Background: an optimization exercise with open tools, aiming at small area and a short achievable clock period. Do not read the settings as production practice.
The RTL of this run was laid out without a check of its function.
No activity file was given, so power comes from the tool's default toggle rates.

==> flow/design.v <==
`timescale 1ns / 1ps
module EC(
input H0,L0,EC_prev,H1,  
output EC_out,EC_next 
    );
wire w;  
assign w = ~(H0 | L0);
assign EC_next = (w & EC_prev);
assign EC_out = (EC_next & H1);
endmodule
`timescale 1ns / 1ps
module TBC(
input X0,X1,Y0,Y1,  
output H,L  
    );
assign H = ((X0) & (!Y1)) | (X1 & (!Y1)) | (X1 & (!Y0));
assign L = (!X1) & Y1;
endmodule
`timescale 1ns / 1ps
module mux8bit(
input sel,
input [7:0]I1,I0,
output [7:0]Y
    );
assign Y = sel ? I1 : I0;
endmodule
`timescale 1ns / 1ps
module TDS(
input [7:0]P0,P1,P2,
output [7:0]Min,Med,Max
    );
wire [20:0]w;
wire [5:0]EC_next;
wire [8:0]EC_out;
wire [2:0]mux_sel;
wire [7:0]Temp_max,Temp_min_1,Temp_min_2;
TBC TBC_1_MSB_67(.X0(P0[6]),.X1(P0[7]),.Y0(P1[6]),.Y1(P1[7]),.H(w[0]),.L(w[1]));
TBC TBC_1_BITS45(.X0(P0[4]),.X1(P0[5]),.Y0(P1[4]),.Y1(P1[5]),.H(w[2]),.L(w[3]));
TBC TBC_1_BITS23(.X0(P0[2]),.X1(P0[3]),.Y0(P1[2]),.Y1(P1[3]),.H(w[4]),.L(w[5]));
TBC TBC_1_LSB_01(.X0(P0[0]),.X1(P0[1]),.Y0(P1[0]),.Y1(P1[1]),.H(w[6]),.L());
EC EC_1_MSB_45(.H0(w[0]),.L0(w[1]),.EC_prev(1'b1),.H1(w[2]),.EC_next(EC_next[0]),.EC_out(EC_out[0]));
EC EC_1_BITS23(.H0(w[2]),.L0(w[3]),.EC_prev(EC_next[0]),.H1(w[4]),.EC_next(EC_next[1]),.EC_out(EC_out[1]));
EC EC_1_LSB_01(.H0(w[4]),.L0(w[5]),.EC_prev(EC_next[1]),.H1(w[6]),.EC_next(),.EC_out(EC_out[2]));
assign mux_sel[0] = EC_out[0] | EC_out[1] | EC_out[2] | w[0];  
mux8bit m_1_min(.sel(mux_sel[0]),.I1(P1),.I0(P0),.Y(Temp_min_1));
mux8bit m_1_max(.sel(mux_sel[0]),.I1(P0),.I0(P1),.Y(Temp_max));
TBC TBC_2_MSB_67(.X0(Temp_max[6]),.X1(Temp_max[7]),.Y0(P2[6]),.Y1(P2[7]),.H(w[7]),.L(w[8]));
TBC TBC_2_BITS45(.X0(Temp_max[4]),.X1(Temp_max[5]),.Y0(P2[4]),.Y1(P2[5]),.H(w[9]),.L(w[10]));
TBC TBC_2_BITS23(.X0(Temp_max[2]),.X1(Temp_max[3]),.Y0(P2[2]),.Y1(P2[3]),.H(w[11]),.L(w[12]));
TBC TBC_2_LSB_01(.X0(Temp_max[0]),.X1(Temp_max[1]),.Y0(P2[0]),.Y1(P2[1]),.H(w[13]),.L());
EC EC_2_MSB_45(.H0(w[7]),.L0(w[8]),.EC_prev(1'b1),.H1(w[9]),.EC_next(EC_next[2]),.EC_out(EC_out[3]));
EC EC_2_BITS23(.H0(w[9]),.L0(w[10]),.EC_prev(EC_next[2]),.H1(w[11]),.EC_next(EC_next[3]),.EC_out(EC_out[4]));
EC EC_2_LSB_01(.H0(w[11]),.L0(w[12]),.EC_prev(EC_next[3]),.H1(w[13]),.EC_next(),.EC_out(EC_out[5]));
assign mux_sel[1] = EC_out[3] | EC_out[4] | EC_out[5] | w[7];
mux8bit m_2_min(.sel(mux_sel[1]),.I1(P2),.I0(Temp_max),.Y(Temp_min_2));
mux8bit m_2_max(.sel(mux_sel[1]),.I1(Temp_max),.I0(P2),.Y(Max));  
TBC TBC_3_MSB_67(.X0(Temp_min_1[6]),.X1(Temp_min_1[7]),.Y0(Temp_min_2[6]),.Y1(Temp_min_2[7]),.H(w[14]),.L(w[15]));
TBC TBC_3_BITS45(.X0(Temp_min_1[4]),.X1(Temp_min_1[5]),.Y0(Temp_min_2[4]),.Y1(Temp_min_2[5]),.H(w[16]),.L(w[17]));
TBC TBC_3_BITS23(.X0(Temp_min_1[2]),.X1(Temp_min_1[3]),.Y0(Temp_min_2[2]),.Y1(Temp_min_2[3]),.H(w[18]),.L(w[19]));
TBC TBC_3_LSB_01(.X0(Temp_min_1[0]),.X1(Temp_min_1[1]),.Y0(Temp_min_2[0]),.Y1(Temp_min_2[1]),.H(w[20]),.L());
EC EC_3_MSB_45(.H0(w[14]),.L0(w[15]),.EC_prev(1'b1),.H1(w[16]),.EC_next(EC_next[4]),.EC_out(EC_out[6]));
EC EC_3_BITS23(.H0(w[16]),.L0(w[17]),.EC_prev(EC_next[4]),.H1(w[18]),.EC_next(EC_next[5]),.EC_out(EC_out[7]));
EC EC_3_LSB_01(.H0(w[18]),.L0(w[19]),.EC_prev(EC_next[5]),.H1(w[20]),.EC_next(),.EC_out(EC_out[8]));
assign mux_sel[2] = EC_out[6] | EC_out[7] | EC_out[8] | w[14];
mux8bit m_3_min(.sel(mux_sel[2]),.I1(Temp_min_2),.I0(Temp_min_1),.Y(Min));  
mux8bit m_3_max(.sel(mux_sel[2]),.I1(Temp_min_1),.I0(Temp_min_2),.Y(Med));  
endmodule
`timescale 1ns / 1ps
module inexact_filter
# (parameter COUNT = 256)  
(input [7:0] Pixel_in,
input  clk,
output [7:0] Median
);
    function cmp;
        input [7:0] X, Y;
        reg [3:0] H, L;
        integer i;
        begin
            for (i = 0; i < 4; i = i + 1) begin
                H[i] = (X[2*i] & ~Y[2*i+1]) | (X[2*i+1] & ~Y[2*i+1]) | (X[2*i+1] & ~Y[2*i]);
                L[i] = ~X[2*i+1] & Y[2*i+1];
            end
            cmp = H[3] | (~(H[3] | L[3]) & H[2])
                       | (~(H[3] | L[3]) & ~(H[2] | L[2]) & H[1])
                       | (~(H[3] | L[3]) & ~(H[2] | L[2]) & ~(H[1] | L[1]) & H[0]);
        end
    endfunction
    function [2:0] tmin;
        input c01, c02, c12, c10;
        tmin = { c01 & c02 & c12 | ~c01 & c12 & c02,
                 c01 & c02 & ~c12 | c01 & ~c02 & ~c10,
                 c01 & ~c02 & c10 | ~c01 & c12 & ~c02 | ~c01 & ~c12 };
    endfunction
    function [2:0] tmed;
        input c01, c02, c12, c10;
        tmed = { c01 & c02 & ~c12 | ~c01 & c12 & ~c02,
                 c01 & c02 & c12 | c01 & ~c02 & c10 | ~c01 & ~c12,
                 c01 & ~c02 & ~c10 | ~c01 & c12 & c02 };
    endfunction
    function [2:0] tmax;
        input c01, c02, c12, c10;
        tmax = { c01 & ~c02 | ~c01 & ~c12,
                 ~c01 & c12,
                 c01 & c02 };
    endfunction
    function [7:0] pick;
        input [2:0] s;
        input [7:0] p0, p1, p2;
        pick = ({8{s[0]}} & p0) | ({8{s[1]}} & p1) | ({8{s[2]}} & p2);
    endfunction
    function [7:0] minv;
        input [7:0] p0, p1, p2;
        minv = pick(tmin(cmp(p0, p1), cmp(p0, p2), cmp(p1, p2), cmp(p1, p0)), p0, p1, p2);
    endfunction
    function [7:0] medv;
        input [7:0] p0, p1, p2;
        medv = pick(tmed(cmp(p0, p1), cmp(p0, p2), cmp(p1, p2), cmp(p1, p0)), p0, p1, p2);
    endfunction
    function [7:0] maxv;
        input [7:0] p0, p1, p2;
        maxv = pick(tmax(cmp(p0, p1), cmp(p0, p2), cmp(p1, p2), cmp(p1, p0)), p0, p1, p2);
    endfunction
    reg [7:0] lb [0:2*COUNT-3];
    integer li;
    always @(posedge clk) begin
        lb[0] <= Pixel_in;
        for (li = 1; li < 2*COUNT-2; li = li + 1)
            lb[li] <= lb[li-1];
    end
    reg [7:0] T1n, Txn;           
    reg [7:0] T1, Tx;             
    reg       r;                  
    reg [7:0] M1, D1, N1;         
    reg [7:0] M2, D2, N2;         
    reg [7:0] aK, bK0, cK0, bK1, cK1;
    reg [7:0] Med_r;
    wire [7:0] X = Pixel_in;
    wire p = cmp(Tx, X);
    wire q = cmp(T1, X);
    wire [2:0] aX = tmin(cmp(X, M1), cmp(X, M2), cmp(M1, M2), cmp(M1, X));
    wire [2:0] bX = tmed(cmp(X, D1), cmp(X, D2), cmp(D1, D2), cmp(D1, X));
    wire [2:0] cX = tmax(cmp(X, N1), cmp(X, N2), cmp(N1, N2), cmp(N1, X));
    wire [2:0] f0X  = tmed(cmp(X, bK0), cmp(X, cK0), cmp(bK0, cK0), cmp(bK0, X));
    wire [7:0] R0M1 = medv(M1, bK0, cK0);
    wire [7:0] R0M2 = medv(M2, bK0, cK0);
    wire [2:0] f1X  = tmed(cmp(aK, bK1), cmp(aK, X), cmp(bK1, X), cmp(bK1, aK));
    wire [7:0] R1N1 = medv(aK, bK1, N1);
    wire [7:0] R1N2 = medv(aK, bK1, N2);
    wire [2:0] f2X  = tmed(cmp(aK, X), cmp(aK, cK1), cmp(X, cK1), cmp(X, aK));
    wire [7:0] R2D1 = medv(aK, D1, cK1);
    wire [7:0] R2D2 = medv(aK, D2, cK1);
    wire c0 = ~p, c1 = p & q, c2 = p & ~q;
    wire sX    = c0 & aX[0] & f0X[0] | c1 & cX[0] & f1X[2] | c2 & bX[0] & f2X[1];
    wire sbK0  = c0 & aX[0] & f0X[1];
    wire scK0  = c0 & aX[0] & f0X[2];
    wire sR0M1 = c0 & aX[1];
    wire sR0M2 = c0 & aX[2];
    wire saK   = c1 & cX[0] & f1X[0] | c2 & bX[0] & f2X[0];
    wire sbK1  = c1 & cX[0] & f1X[1];
    wire sR1N1 = c1 & cX[1];
    wire sR1N2 = c1 & cX[2];
    wire scK1  = c2 & bX[0] & f2X[2];
    wire sR2D1 = c2 & bX[1];
    wire sR2D2 = c2 & bX[2];
    wire [7:0] med = {8{sX}} & X | {8{sbK0}} & bK0 | {8{scK0}} & cK0
                   | {8{sR0M1}} & R0M1 | {8{sR0M2}} & R0M2
                   | {8{saK}} & aK | {8{sbK1}} & bK1 | {8{sR1N1}} & R1N1 | {8{sR1N2}} & R1N2
                   | {8{scK1}} & cK1 | {8{sR2D1}} & R2D1 | {8{sR2D2}} & R2D2;
    wire [7:0] mx = p ? Tx : X;
    wire [7:0] md = p ? (q ? T1 : X) : (r ? T1 : Tx);
    wire [7:0] mn = p ? (q ? X : T1) : (r ? Tx : T1);
    wire md_X = p & ~q;              
    wire md_T = p | r;               
    wire mn_X = p & q;               
    wire mn_T = ~p & r;              
    wire       rn   = cmp(T1n, Txn);
    wire [7:0] md0n = rn ? T1n : Txn;
    wire [7:0] mn0n = rn ? Txn : T1n;
    wire [7:0] aKn  = p ? minv(Txn, Tx, M1) : minv(Txn, X, M1);
    wire [7:0] bK1n = md_X ? medv(T1n, X, D1) : md_T ? medv(T1n, T1, D1) : medv(T1n, Tx, D1);
    wire [7:0] cK1n = mn_X ? maxv(T1n, X, N1) : mn_T ? maxv(T1n, Tx, N1) : maxv(T1n, T1, N1);
    wire [7:0] bK0n = md_X ? medv(md0n, X, D1) : md_T ? medv(md0n, T1, D1) : medv(md0n, Tx, D1);
    wire [7:0] cK0n = mn_X ? maxv(mn0n, X, N1) : mn_T ? maxv(mn0n, Tx, N1) : maxv(mn0n, T1, N1);
    wire [7:0] A = lb[2*COUNT-3];
    wire [7:0] B = lb[COUNT-3];
    wire       s0 = cmp(A, B);
    always @(posedge clk) begin
        T1n <= s0 ? B : A;
        Txn <= s0 ? A : B;
        T1  <= T1n;
        Tx  <= Txn;
        r   <= rn;
        M1  <= mx;
        D1  <= md;
        N1  <= mn;
        M2  <= M1;
        D2  <= D1;
        N2  <= N1;
        aK  <= aKn;
        bK0 <= bK0n;
        cK0 <= cK0n;
        bK1 <= bK1n;
        cK1 <= cK1n;
        Med_r <= med;
    end
    assign Median = Med_r;
endmodule
==> flow/flow/run.sh <==
#!/bin/bash
set -euo pipefail
MARGIN=${MARGIN:-7.5}
bash standard.sh SETUP_SLACK_MARGIN=$MARGIN finish > standard_flow.log 2>&1
==> flow/standard.sh <==
#!/bin/bash
# synth_recipe.tcl (not shown) runs the flow's synth.tcl, then flattens the netlist and writes it again
# the make line also repeats each setting of config.mk as NAME=value (left out here)
make -C /OpenROAD-flow-scripts/flow DESIGN_CONFIG=/design/flow/config.mk WORK_HOME=/design/flow/orfs CLKGATE_MAP_FILE= SYNTH_SCRIPT=/design/flow/synth_recipe.tcl "${@:-finish}"
==> flow/config.mk <==
export PLATFORM = sky130hd
export DESIGN_NAME = inexact_filter
export DESIGN_NICKNAME = inexact_filter
export VERILOG_FILES = /design/flow/design.v
export SDC_FILE = /design/flow/constraint.sdc
export NUM_CORES = 4
export LEC_CHECK = 0
export ABC_CLOCK_PERIOD_IN_PS = 2000
export CAP_MARGIN = 20
export CORE_MARGIN = 2
export CORE_UTILIZATION = 40
export CTS_CLUSTER_DIAMETER = 100
export CTS_CLUSTER_SIZE = 32
export SETUP_SLACK_MARGIN = 5
export SLEW_MARGIN = 20
==> flow/constraint.sdc <==
create_clock -name core_clock -period 11.0 [get_ports {clk}]
set_input_delay 2.2000 -clock core_clock [delete_from_list [all_inputs] [get_ports {clk}]]
set_output_delay 2.2000 -clock core_clock [all_outputs]
set_load 0.01 [all_outputs]
==> results.cfg <==
[sta]
hold_viol = 0
final.setup_skew_ns = 0.08030
maxSlewHeadroom_pct = 17.34
fin_crit_ns = 4.363
tightest_slew_ns = 1.209
finalCritPeriodShare_pct = 39.66
setup_tns_ns = 0
grt_setup_unrepaired = true
final_max_slew_viol_count = 0
finalSetupViolations = 0
fmax_mhz = 229.2

[floorplanning]
rows = 179
die_x_um = 492.4
ios = 17
initial_core_util_pct = 40.15
core-area_mm2 = 0.2376
fp.dieH_um = 492.4
die_area_mm2 = 0.2424

[global_routing]
track_usage_pct = 16.74
grt_first_pass_wirelength_um = 299300
grt_pass1_vias = 42771
grt_antenna_before_repair = 7
grt_overflow_total = 0
grt_max_degree = 33

[layout]
largest_reg_flops = 4080
area_delta_synth_final_pct = 14.66
num-fill-cells = 20499
largest_register = lb
drive_gt1_share_pct = 14.44
fin_nets = 6388
seq_area_mm2 = 0.08431
multi_input_area_mm2 = 0.01191
layoutNonFillerInstCount = 9581

[logic_synthesis]
synth_edf_count = 0
ys_top_cells_by_count = 4209 x dfxtp_1, 198 x nand2_1, 149 x clkbuf_1
synth_top_area_share_pct = 88.32
yosys_warnings = 2
synth_seq_area_share_pct = 88.32
synth_area_leader_cell = dfxtp_1
synthTopCellsByArea = dfxtp_1 88%, nand2_1 0.78%, o21ai_0 0.63%
postSynthNetCount = 6028
synthFlopType = dfxtp_1
synth_cell_types = 95
yosys.cell_count.top_type = dfxtp_1
netlist_instances = 6019
syn-cell-area_mm2 = 0.09540
async_flop_share_pct = 0
syn_area_per_cell_um2 = 15.85
synth_seq_cells = 4209

[setup_path]
cp_data_arrival_time_ns = 5.05
rrSetupSlack_ns = 6.78
slowest_stage = or3_1
crit_required_ns = 11.69
path_cells = buf_8 -> buf_12 -> buf_16 -> or2_4 -> buf_12 -> buf_6 -> a22oi_2 -> o21ai_1 -> o221ai_2 -> and3b_1 -> o21ai_2 -> buf_4 -> o31a_1 -> buf_6 -> o22ai_1 -> or3_1 -> or3_1
start_kind = primary input
critPathCaptureType = flop
max_stage_delay_ns = 0.33
path_delay_family = simple AND/OR/NAND/NOR gates
path_buf_inv = 7
crit_path_max_fanout = 6
crit_type = in2reg

[placement]
place_congestion = 0.8696
portBuffers = 16
dp_cells = 9107
place.detailed.hpwl_um = 119000

[route]
ant_nets = 0
drt-vias-per-instance = 4.554
via_count = 43630
drtIter0Drc = 3102
wirelength_um = 204900
drc = 0
wl_per_cell_um = 21.38
dr.pass1.iters = 9

[clock_network]
clock_sinks = 4209
clk_pin_slew_ns = 0.11
cts_root_buf = clkbuf_16
cts_tree = yes
clk_latency_ns = 0.85
cts_buffers = 162
htree_levels = 4
cts_buffer_depth = 3
cts_hold_buf = 0

[power_and_ir_drop]
leakagePower_nw = 42.63
ir_drop_v = 0.0001840
powerDensity_mw_per_mm2 = 208.2

[hold_path]
hp-class = reg2reg

[outcome]
status = complete, no violations

[run]
cap_violations = 0
[where the power goes]
group          leakage, nW  internal (mW)  switching, mW
Combinational         6.29          0.112          0.176
Sequential            34.1           15.3         0.0368
Clock                 2.28           2.81           4.33
Total                 42.6           18.2           4.54
[path summary, 6_finish.rpt]
check	end	depth (start not counted)	startpoint
setup / recovery	Med_r[3]	17	Pixel_in[5]
setup reg to reg	Med_r[7]	12	aK[1]
hold / removal	lb[250][6]	0	lb[249][6]
hold reg to reg	lb[250][6]	0	lb[249][6]
[kinds of logic (layout without fill, tap and decap cells)]
family | count (synthesis) | after routing | share of synthesized area, %
compound gates | 831 | 831 | 6.497
buf+inv | 274 | 662 | 1.140
flops | 4209 | 4209 | 88.32
mux | 70 | 70 | 0.8170
other cells | 0 | 3 | 0
simple gates | 635 | 639 | 3.225
[timing repair]
action / in CTS / in global routing
endpoints found under the setup margin: 79 / 69
buffers inserted: 219 / 35
gates resized for setup: 466 / 90
pin swaps: 119 / 76
cloned: 20 / 1
[cells in the final DEF, fill, tap and decap left out, types with 33 or more instances in the layout]
cell type / count
o21ai_1: 45
inv_1: 81
nand2_1: 183
o22ai_1: 36
buf_4: 230
a22oi_1: 47
dfxtp_1: 4187
nor2_1: 122
a221o_1: 33
buf_12: 45
a222oi_1: 50
nand2b_1: 36
buf_6: 63
nor3_1: 40
a221oi_2: 41
clkbuf_16: 163
nand3_1: 51
a21oi_1: 86
o21ai_0: 68
[through the flow]
stage / total power [mW] / area (µm²) / hold WS, ns / setup WS [ns] / utilization [%]
2_1_floorplan: 15.80 / 96070 / 0.3096 / 6.419 / -
3_3_place_gp: 15.91 / 99840 / 0.3096 / 4.158 / 42.02
3_5_place_dp: 15.90 / 99860 / 0.3121 / 4.243 / 42.02
4_1_cts: 23.08 / 108700 / 0.2884 / 6.722 / 45.73
5_1_grt: 23.63 / 109400 / 0.3057 / 6.568 / 46.03
6_report: 22.78 / 109400 / 0.2860 / 6.637 / 46.04
[routing by layer]
| metal | GRT usage [%] | share of wire, % |
|---|---|---|
| met1 | 25.11 | 50 |
| met2 | 24.09 | 41 |
| met3 | 3.309 | 5.6 |
| met4 | 5.465 | 3.4 |
| met5 | 0 | 0.0063 |
[cell type report]
| type | count | area share (%) |
|---|---|---|
| antenna | 3 | 0.006863 |
| tap | 3167 | 3.622 |
| inverter | 94 | 0.3637 |
| multi-input combinational | 1540 | 10.89 |
| timing repair buffer | 370 | 3.712 |
| sequential | 4209 | 77.07 |
| clock inverter | 31 | 0.5982 |
| clock buffer | 165 | 3.725 |
| timing repair inverter | 2 | 0.01601 |

re-timing with driven ports:
The results above use ideal ports. As a check the final layout listed here was re-extracted and re-timed, cells and wires unchanged.
Step 1 sets driving cells, clkbuf_16 on the clock port and buf_2 on the other inputs (assumed; they add their load-dependent delay and slew).
Step 2 times the ports against the registers' clock, not the clock port: input delays grow and output delays shrink by t, the midpoint of the rising clock arrivals with the driver on.
Three values: ideal ports, drivers, drivers and shift; two values: the first two.
shift t [ns]: 0.910
setup WS [ns]: 6.637 / 6.697 / 5.787
cell pins on the clock port's net: 1
After both steps this run still meets setup and hold. For this run, drivers alone change the setup slack by +0.060 ns; drivers and shift together by -0.850 ns.
